This design comes from an exercise in tuning for small area on the open sky130 flow, not from production work.
Function was checked by simulation only, so behaviour that the tests miss may differ from the original.
Power is estimated from default activity; no workload was simulated.

## Follower
module Follower(clk,RST_n,led,a2d_SS_n,SCLK,MISO,MOSI,rev_rht,
                rev_lft,fwd_rht,fwd_lft,IR_in_en,IR_mid_en,IR_out_en,
				in_transit,OK2Move,buzz,buzz_n,BC,RX);
  input clk,RST_n;			 
  input MISO;				 
  input BC;					 
  input OK2Move;			 
  input RX;					 
  output [7:0] led;				 
  output a2d_SS_n,SCLK,MOSI;	 
  output rev_rht,fwd_rht;		 
  output rev_lft,fwd_lft;		 
  output IR_in_en,IR_mid_en,IR_out_en;	 
  output buzz,buzz_n;			 
  output in_transit;			 
  wire [10:0] lft, rht;
  wire [7:0] cmd;
  wire [7:0] ID;
  wire [11:0] A2D_res;
  wire [2:0] chnnl;
  wire [9:0] pwm_cnt;
  wire cmd_rdy, ID_vld, clr_ID_vld;
  wire cnv_cmplt, strt_cnv, go;
  wire rst_n;
  reset_synch iRST(.clk(clk), .RST_n(RST_n), .rst_n(rst_n));
  dig_core iCORE(.clk(clk),.rst_n(rst_n),.cmd_rdy(cmd_rdy),.cmd(cmd),.led(led),
                 .lft(lft),.rht(rht),.buzz(buzz),.buzz_n(buzz_n),.in_transit(in_transit),
                 .OK2Move(OK2Move),.ID(ID),.clr_ID_vld(clr_ID_vld),.ID_vld(ID_vld),
  ...
Size: roughly 250 flip-flops, about 12,000 sq um of cells after synthesis.
==> module alu, before the edit <==
module alu(sum, sat, ic, a, b, inv, cin, intgrl);
  output [15:0] sum;		 
  output [11:0] sat;		 
  output [9:0] ic;
  input [15:0] a, b;
  input inv, cin;
  input [11:0] intgrl;
  rca #(16) iADD(.s(sum), .a(a), .b(b ^ {16{inv}}), .ci(cin));
  assign sat = (~sum[15] & |sum[14:11]) ? 12'h7ff :
               ( sum[15] & ~&sum[14:11]) ? 12'h800 : sum[11:0];
  wire [14:0] i7;
  rca #(15) iIC(.s(i7), .a({intgrl, 3'b000}), .b(~{{3{intgrl[11]}}, intgrl}), .ci(1'b1));
  assign ic = i7[14:5];
endmodule
==> module motion, before the edit <==
module motion(addr, strt_cnv, lft, rht, IR_out_en, IR_mid_en, IR_in_en, res, cnv_cmplt, go, pwm_cnt, clk, rst_n);
output reg [10:0] lft, rht;
output [2:0] addr;
output strt_cnv, IR_out_en, IR_mid_en, IR_in_en;
input [11:0] res;
input [9:0] pwm_cnt;
input cnv_cmplt, go, clk, rst_n;
localparam IDLE = 3'd0, TW = 3'd1, CW = 3'd2, CI = 3'd3, CALC = 3'd4;
reg [2:0] state;
reg [12:0] tmr;
reg [2:0] chnnl;
reg [1:0] itg_cnt;
reg [10:0] Fwd;
reg [15:0] Accum;
reg [11:0] Intgrl;
reg [13:0] Error;
wire s_idle = (state == IDLE);
wire s_tw   = (state == TW);
wire s_cw   = (state == CW);
wire s_ci   = (state == CI);
wire s_calc = state[2];
wire ch5 = chnnl[2] & chnnl[0];
wire cnv_done = s_cw & cnv_cmplt;
wire itg = s_ci & (&itg_cnt);
wire [12:0] tmr_nxt = {tmr[11:0], ~(tmr[12] ^ tmr[10] ^ tmr[8] ^ tmr[7])};
wire tmr32   = ((tmr & 13'h285) == 13'h081);
wire tmr4096 = ((tmr & 13'hdff) == 13'h05a);
wire [7:0] tk = {tmr[6] & ~tmr[7], tmr[5] & ~tmr[6], tmr[4] & ~tmr[5], tmr[3] & ~tmr[4],
                 tmr[2] & ~tmr[3], tmr[1] & ~tmr[2], tmr[0] & ~tmr[1], ~tmr[0]};
assign strt_cnv = s_tw & (chnnl[0] ? tmr32 : tmr4096);
wire [15:0] sum;
wire [11:0] sat;
wire [9:0] ic;
wire t0 = s_calc & tk[0];
wire t1 = s_calc & tk[1];
wire tF = s_calc & (tk[4] | tk[6]);	 
wire tR = s_calc & (tk[5] | tk[7]);	 
wire t45 = s_calc & tmr[3] & ~tmr[5];	 
wire [11:0] E = Error[11:0];
wire [15:0] opA = ({16{s_tw | s_cw | t1 | tR}} & Accum) |
                  ({16{s_ci}} & {{4{Intgrl[11]}}, Intgrl}) |
                  ({16{tF}} & {5'b0, Fwd}) |
                  ({16{t0}} & {{1{E[11]}}, E, 3'b000});
wire [13:0] res_sc = chnnl[2] ? {res, 2'b00} : chnnl[1] ? {1'b0, res, 1'b0} : {2'b00, res};
wire [15:0] opB = ({16{cnv_done}} & {2'b00, res_sc}) |
                  ({16{s_ci}} & {{8{E[11]}}, E[11:4]}) |
                  ({16{t1}} & {{10{E[11]}}, E[11:6]}) |
                  ({16{t0 | tF}} & {{2{Error[13]}}, Error}) |	 
                  ({16{tR}} & {{6{ic[9]}}, ic});
wire inv = (s_cw & chnnl[0]) | t0 | t1 | t45;
wire cin = (s_cw & chnnl[0]) | t0 | (t1 & ~|E[5:0]) | t45;
alu iALU(.sum(sum), .sat(sat), .ic(ic), .a(opA), .b(opB), .inv(inv), .cin(cin), .intgrl(Intgrl));
wire PWM_sig = ~pwm_cnt[7] | (~|pwm_cnt[6:4] & ~(pwm_cnt[3] & pwm_cnt[2] & (pwm_cnt[1] | pwm_cnt[0])));
always @(posedge clk, negedge rst_n)
	if (!rst_n)
		state <= IDLE;
	else case (state)
		IDLE: if (go) state <= TW;
		TW:   if (strt_cnv) state <= CW;
		CW:   if (cnv_cmplt) state <= ch5 ? CI : TW;
		CI:   state <= CALC;
		default: if (tk[7]) state <= IDLE;
	endcase
always @(posedge clk)
	if (s_idle | s_ci | (cnv_done & ~chnnl[0]))
		tmr <= 13'h0;
	else
		tmr <= tmr_nxt;
always @(posedge clk, negedge rst_n)
	if (!rst_n)
		chnnl <= 3'h0;
	else if (s_idle & go)
		chnnl <= 3'h0;
	else if (cnv_done & ~ch5)
		chnnl <= chnnl + 1'b1;
always @(posedge clk, negedge rst_n)
	if (!rst_n)
		itg_cnt <= 2'b00;
	else if (s_calc & tk[7])
		itg_cnt <= itg_cnt + 1'b1;
wire [10:0] Fwd_inc;
inc #(11) iFWD(.s(Fwd_inc), .a(Fwd), .ci(itg & ~&Fwd[10:8]));
always @(posedge clk)
	if (~go)
		Fwd <= 11'h000;
	else
		Fwd <= Fwd_inc;
always @(posedge clk)
	Accum <= sum;
always @(posedge clk)
	if (cnv_done & ch5)
		Error <= {{2{sat[11]}}, sat};
	else if (t1)
		Error <= sum[14:1];
always @(posedge clk, negedge rst_n)
	if (!rst_n)
		Intgrl <= 12'h000;
	else if (itg)
		Intgrl <= sat;
wire [10:0] drv = sat[11:1];
wire [9:0] drv_mag;
inc #(10) iMAG(.s(drv_mag), .a(drv[9:0] ^ {10{drv[10]}}), .ci(drv[10]));
wire [10:0] drv_sm = {drv[10], drv_mag};
always @(posedge clk, negedge rst_n)
	if (!rst_n)
		rht <= 11'h000;
	else if (!go)
		rht <= 11'h000;
	else if (s_calc & tk[5])
		rht <= drv_sm;
always @(posedge clk, negedge rst_n)
	if (!rst_n)
		lft <= 11'h000;
	else if (!go)
		lft <= 11'h000;
	else if (s_calc & tk[7])
		lft <= drv_sm;
assign addr = (chnnl == 3'b000) ? 3'b001:
              (chnnl == 3'b001) ? 3'b000:
              (chnnl == 3'b010) ? 3'b100:
              (chnnl == 3'b011) ? 3'b010:
              (chnnl == 3'b100) ? 3'b011:
              3'b111;
wire IR_en = (s_idle & go) | s_tw | (s_cw & ~(chnnl[0] & cnv_cmplt));
assign IR_in_en  = IR_en & ~chnnl[2] & ~chnnl[1] & PWM_sig;
assign IR_mid_en = IR_en & ~chnnl[2] &  chnnl[1] & PWM_sig;
assign IR_out_en = IR_en &  chnnl[2] & PWM_sig;
endmodule
export LEC_CHECK = 0
export CAP_MARGIN = 20
export CORE_MARGIN = 2
export CORE_UTILIZATION = 40
export SLEW_MARGIN = 20
create_clock -name core_clock -period 20.0 [get_ports {clk}]
standard.sh (not shown) runs the stock make flow with config.mk's settings and CLKGATE_MAP_FILE= SYNTH_SCRIPT=/design/flow/synth_recipe.tcl, a recipe that flattens the netlist after the stock synthesis.
==> flow/flow/run.sh <==
#!/bin/bash
# Layout flow: the standard flow (standard synthesis unchanged), with
#  - the port buffers made with the smallest buffer (buf_1) instead of the default,
#  - clock tree synthesis with clkbuf_8 leaf clusters of at most 14 sinks and no
#    dummy loads.
# Every tool's output goes to standard.log in this folder (ORFS also keeps its own
# per-step logs under orfs/logs).
set -o pipefail
CTS="-sink_clustering_enable -repair_clock_nets -sink_clustering_size 14 -sink_clustering_max_diameter 80 -buf_list sky130_fd_sc_hd__clkbuf_8 -dont_use_dummy_load"
bash standard.sh "BUFFER_PORTS_ARGS=-buffer_cell sky130_fd_sc_hd__buf_1" "CTS_ARGS=$CTS" finish > standard.log 2>&1
Next try:
--- a/flow/design.v
+++ b/flow/design.v
@@ -200,25 +200,20 @@
 always @(posedge clk)
 	if (strt_cnv)
 		cnv_cmplt <= 1'b0;
 	else if (fin)
 		cnv_cmplt <= 1'b1;
 endmodule
-module alu(sum, sat, ic, a, b, inv, cin, intgrl);
+module alu(sum, sat, a, b, inv, cin);
   output [15:0] sum;		 
   output [11:0] sat;		 
-  output [9:0] ic;
   input [15:0] a, b;
   input inv, cin;
-  input [11:0] intgrl;
   rca #(16) iADD(.s(sum), .a(a), .b(b ^ {16{inv}}), .ci(cin));
   assign sat = (~sum[15] & |sum[14:11]) ? 12'h7ff :
                ( sum[15] & ~&sum[14:11]) ? 12'h800 : sum[11:0];
-  wire [14:0] i7;
-  rca #(15) iIC(.s(i7), .a({intgrl, 3'b000}), .b(~{{3{intgrl[11]}}, intgrl}), .ci(1'b1));
-  assign ic = i7[14:5];
 endmodule
 module rca #(parameter W = 16) (s, a, b, ci);
   output [W-1:0] s;
   input [W-1:0] a, b;
   input ci;
   wire [W:0] c;
@@ -270,32 +265,37 @@
 wire tmr4096 = ((tmr & 13'hdff) == 13'h05a);
 wire [7:0] tk = {tmr[6] & ~tmr[7], tmr[5] & ~tmr[6], tmr[4] & ~tmr[5], tmr[3] & ~tmr[4],
                  tmr[2] & ~tmr[3], tmr[1] & ~tmr[2], tmr[0] & ~tmr[1], ~tmr[0]};
 assign strt_cnv = s_tw & (chnnl[0] ? tmr32 : tmr4096);
 wire [15:0] sum;
 wire [11:0] sat;
-wire [9:0] ic;
 wire t0 = s_calc & tk[0];
 wire t1 = s_calc & tk[1];
+wire t2 = s_calc & tk[2];
+wire t3 = s_calc & tk[3];
 wire tF = s_calc & (tk[4] | tk[6]);	 
 wire tR = s_calc & (tk[5] | tk[7]);	 
 wire t45 = s_calc & tmr[3] & ~tmr[5];	 
 wire [11:0] E = Error[11:0];
+wire [11:0] I = Intgrl;
 wire [15:0] opA = ({16{s_tw | s_cw | t1 | tR}} & Accum) |
                   ({16{s_ci}} & {{4{Intgrl[11]}}, Intgrl}) |
                   ({16{tF}} & {5'b0, Fwd}) |
-                  ({16{t0}} & {{1{E[11]}}, E, 3'b000});
-wire [13:0] res_sc = chnnl[2] ? {res, 2'b00} : chnnl[1] ? {1'b0, res, 1'b0} : {2'b00, res};
-wire [15:0] opB = ({16{cnv_done}} & {2'b00, res_sc}) |
+                  ({16{t0}} & {{1{E[11]}}, E, 3'b000}) |
+                  ({16{t2}} & {{1{I[11]}}, I, 3'b000}) |
+                  ({16{t3}} & {{6{Accum[15]}}, Accum[14:5]});
+wire rep = strt_cnv & ((~chnnl[2] & chnnl[1] & chnnl[0]) | (chnnl[2] & ~chnnl[1] & ~chnnl[0]));
+wire [13:0] res_sc = (s_cw & chnnl[2]) ? {res, 2'b00} : {2'b00, res};
+wire [15:0] opB = ({16{cnv_done | rep}} & {2'b00, res_sc}) |
                   ({16{s_ci}} & {{8{E[11]}}, E[11:4]}) |
                   ({16{t1}} & {{10{E[11]}}, E[11:6]}) |
-                  ({16{t0 | tF}} & {{2{Error[13]}}, Error}) |	 
-                  ({16{tR}} & {{6{ic[9]}}, ic});
-wire inv = (s_cw & chnnl[0]) | t0 | t1 | t45;
-wire cin = (s_cw & chnnl[0]) | t0 | (t1 & ~|E[5:0]) | t45;
-alu iALU(.sum(sum), .sat(sat), .ic(ic), .a(opA), .b(opB), .inv(inv), .cin(cin), .intgrl(Intgrl));
+                  ({16{t2}} & {{4{I[11]}}, I}) |
+                  ({16{t0 | t3 | tF}} & {{2{Error[13]}}, Error});	 
+wire inv = (s_cw & chnnl[0]) | (rep & chnnl[2]) | t0 | t1 | t2 | t45;
+wire cin = (s_cw & chnnl[0]) | (rep & chnnl[2]) | t0 | (t1 & ~|E[5:0]) | t2 | t45;
+alu iALU(.sum(sum), .sat(sat), .a(opA), .b(opB), .inv(inv), .cin(cin));
 wire PWM_sig = ~pwm_cnt[7] | (~|pwm_cnt[6:4] & ~(pwm_cnt[3] & pwm_cnt[2] & (pwm_cnt[1] | pwm_cnt[0])));
 always @(posedge clk, negedge rst_n)
 	if (!rst_n)
 		state <= IDLE;
 	else case (state)
 		IDLE: if (go) state <= TW;
@@ -332,12 +332,14 @@
 	Accum <= sum;
 always @(posedge clk)
 	if (cnv_done & ch5)
 		Error <= {{2{sat[11]}}, sat};
 	else if (t1)
 		Error <= sum[14:1];
+	else if (t3)
+		Error <= sum[13:0];
 always @(posedge clk, negedge rst_n)
 	if (!rst_n)
 		Intgrl <= 12'h000;
 	else if (itg)
 		Intgrl <= sat;
 wire [10:0] drv = sat[11:1];
After rerunning:
- non-clock buffer count fell by 3
- routed wire length rose by 1.1%
- sequential power is about the same
- total power fell by about 0.44%
- sequential share of layout area rose by 0.91 points
- via count rose by 1.4%
- worst hold slack hardly moves
- final cell count hardly moves
- register-to-register slack improved by 290 ps
- clock-buffer cell count does not change
- clock skew rose by 13 ps
- core utilization rose by 0.34 points
- global-route usage hardly moves
